Context: an optimization exercise on an open-source flow, tuned for small area. The choices shown serve that exercise and are no tape-out recipe.
The RTL was checked by simulation tests, not by an equivalence proof against the original design.
The clock port is modelled as an ideal driver, which makes a skipped or thinned clock tree look cheaper than it is; a real chip needs a root buffer or a tree.
Power is estimated from default activity; no workload was simulated.

==> flow/design.v (excerpt) <==
module fir2n #(parameter WIDTH_DATA = 8, parameter N_TAPS = 16, parameter LOG2_N_TAPS = 4, parameter WIDTH_COEF0 = 8, parameter WIDTH_MAC_OUT = 8)(
    input clk, rst,
    input [WIDTH_DATA-1:0] din,
    output reg [WIDTH_MAC_OUT-1:0] dout
    );
Size in the first run: about 450 cells after synthesis, ~18 I/O pins, roughly 7200 um^2 of cells after synthesis.
Settings: LEC_CHECK=0, CAP_MARGIN=20, CORE_MARGIN=2, CORE_UTILIZATION=70, SLEW_MARGIN=20; clock period 4.5 ns.
standard.sh (not shown) runs the stock make flow with config.mk's settings and CLKGATE_MAP_FILE= SYNTH_SCRIPT=/design/flow/synth_recipe.tcl, a recipe that flattens the netlist after the stock synthesis.
==> flow/flow/run.sh <==
#!/bin/bash
# Standard layout, with small port buffers, no CTS dummy loads, a clock tree
# of one root buffer and leaf buffers, and power (size) recovery.
bash standard.sh BUFFER_PORTS_ARGS="-buffer_cell sky130_fd_sc_hd__buf_1" RECOVER_POWER=100 \
  CTS_ARGS="-sink_clustering_enable -repair_clock_nets -dont_use_dummy_load -buf_list sky130_fd_sc_hd__clkbuf_8 -sink_clustering_size 20 -sink_clustering_max_diameter 50" \
  POST_CTS_TCL="$PWD/flow/post_cts.tcl" \
  finish > standard.log 2>&1
==> flow/flow/post_cts.tcl <==
# Collapse the intermediate levels of the clock tree: every clock buffer
# whose output drives only other clock buffers is removed and its loads
# are moved to its input net.
set block [ord::get_db_block]
set changed 1
while {$changed} {
  set changed 0
  foreach inst [$block getInsts] {
    set master [[$inst getMaster] getName]
    if {![string match "sky130_fd_sc_hd__clkbuf_*" $master]} { continue }
    set a [$inst findITerm A]
    set x [$inst findITerm X]
    if {$a == "NULL" || $x == "NULL"} { continue }
    set in [$a getNet]
    set out [$x getNet]
    if {$in == "NULL" || $out == "NULL"} { continue }
    # the input must come from another buffer, not from the clock port
    if {[llength [$in getBTerms]] > 0} { continue }
    set only_bufs 1
    set loads {}
    foreach it [$out getITerms] {
      if {[$it getInst] == $inst} { continue }
      set m [[[$it getInst] getMaster] getName]
      if {![string match "sky130_fd_sc_hd__clkbuf_*" $m]} { set only_bufs 0; break }
      lappend loads $it
    }
    if {!$only_bufs || [llength $loads] == 0} { continue }
    puts "collapse clock buffer [$inst getName] ([llength $loads] loads)"
    foreach it $loads {
      $it disconnect
      $it connect $in
    }
    $a disconnect
    $x disconnect
    odb::dbInst_destroy $inst
    odb::dbNet_destroy $out
    set changed 1
    break
  }
}

# Downsize the root buffer, which drives only leaf buffers, and leaf
# buffers with few sinks.
set small [[ord::get_db] findMaster sky130_fd_sc_hd__clkbuf_8]
foreach inst [$block getInsts] {
  if {[[$inst getMaster] getName] != "sky130_fd_sc_hd__clkbuf_16"} { continue }
  set out [[$inst findITerm X] getNet]
  if {$out == "NULL"} { continue }
  set n 0
  set bufs 0
  foreach it [$out getITerms] {
    if {[$it getInst] == $inst} { continue }
    incr n
    if {[string match "sky130_fd_sc_hd__clkbuf_*" [[[$it getInst] getMaster] getName]]} { incr bufs }
  }
  if {($bufs == $n && $n <= 12) || $n <= 20} {
    puts "downsize clock buffer [$inst getName] ($n loads)"
    $inst swapMaster $small
  }
}
estimate_parasitics -placement
report_clock_skew
The baseline passed the timing, design-rule and antenna checks.
Edit:
--- a/flow/flow/run.sh
+++ b/flow/flow/run.sh
@@ -5 +5 @@
-  CTS_ARGS="-sink_clustering_enable -repair_clock_nets -dont_use_dummy_load -buf_list sky130_fd_sc_hd__clkbuf_8 -sink_clustering_size 20 -sink_clustering_max_diameter 50" \
+  CTS_ARGS="-sink_clustering_enable -repair_clock_nets -dont_use_dummy_load -buf_list sky130_fd_sc_hd__clkbuf_8 -sink_clustering_size 22 -sink_clustering_max_diameter 60" \
The changed run finished clean.
Maximum frequency went down by about 1.3%.
Sequential share of layout area rises by 0.28 points.
Area after synthesis is unchanged.
Clock power is lower by 4.3%.
Power shrinks by 1.1%.
Setup slack gets worse by 0.054 ns.
Clock-buffer cell count goes down by 2.
Design area goes down by about 0.36%.
Clock skew falls by 0.0095 ns.
Non-clock buffer count stays the same.
Utilization decreases by 0.27 points.
Edit:
--- a/flow/flow/post_cts.tcl
+++ b/flow/flow/post_cts.tcl
@@ -44 +44 @@
-set small [[ord::get_db] findMaster sky130_fd_sc_hd__clkbuf_8]
+set small [[ord::get_db] findMaster sky130_fd_sc_hd__clkbuf_4]
@@ -46 +46 @@
-  if {[[$inst getMaster] getName] != "sky130_fd_sc_hd__clkbuf_16"} { continue }
+  if {![string match "sky130_fd_sc_hd__clkbuf_*" [[$inst getMaster] getName]]} { continue }
@@ -56 +56 @@
-  if {($bufs == $n && $n <= 12) || $n <= 20} {
+  if {($bufs == $n && $n <= 16) || $n <= 13} {
Via count stays flat.
Flip-flop and latch count stays the same.
First-iteration DRC count increases by 4.4%.
Non-clock buffer count stays the same.
Total power decreases by 0.62%.
Clock-buffer cell count does not change.
Setup slack hardly moves.
Cell area stays flat.
Die area is unchanged.
Utilization decreases by 0.12 points.
Edit:
--- a/flow/flow/run.sh
+++ b/flow/flow/run.sh
@@ -5 +5 @@
-  CTS_ARGS="-sink_clustering_enable -repair_clock_nets -dont_use_dummy_load -buf_list sky130_fd_sc_hd__clkbuf_8 -sink_clustering_size 22 -sink_clustering_max_diameter 60" \
+  CTS_ARGS="-sink_clustering_enable -repair_clock_nets -dont_use_dummy_load -buf_list sky130_fd_sc_hd__clkbuf_8 -sink_clustering_size 23 -sink_clustering_max_diameter 45" \
After rerunning:
- The changed run finished with timing, DRC and antenna clean
- via count barely changes
- critical path depth stays the same
- flip-flop and latch count stays the same
- worst setup slack gains 0.047 ns
- routed wire length increases slightly

## separate check: timing with driven ports
Ports are ideal in the flow. The routed layouts listed here were re-timed in OpenROAD.
Step 1 sets driving cells, clkbuf_16 on the clock port and buf_2 on the other inputs (assumed; they add their load-dependent delay and slew).
Step 2 adds t to the input delays and takes it off the output delays; t is the mean of the earliest and latest rising clock arrival at the registers after step 1. Input paths then give back, and output paths get back, about the clock's delay inside the block.
Three values: no drivers, after step 1, after step 2; two values: the first two.
| run | t, ns | setup WS [ns] | hold WS [ns] | worst setup path after step 2 | worst slew at a driven data input, ns |
|---|---|---|---|---|---|
| the first run | 0.473 | 0.309 / 0.309 / 0.309 | 0.275 / 0.275 / 0.275 | register to register | 0.03 |
| the second run | 0.475 | 0.255 / 0.255 / 0.255 | 0.300 / 0.300 / 0.300 | register to register | 0.03 |
| the third run | 0.609 | 0.256 / 0.256 / 0.256 | 0.320 / 0.320 / 0.320 | register to register | 0.03 |
| the fourth run | 0.629 | 0.303 / 0.303 / 0.303 | 0.317 / 0.317 / 0.317 | register to register | 0.03 |
After both steps every run listed still meets setup and hold.
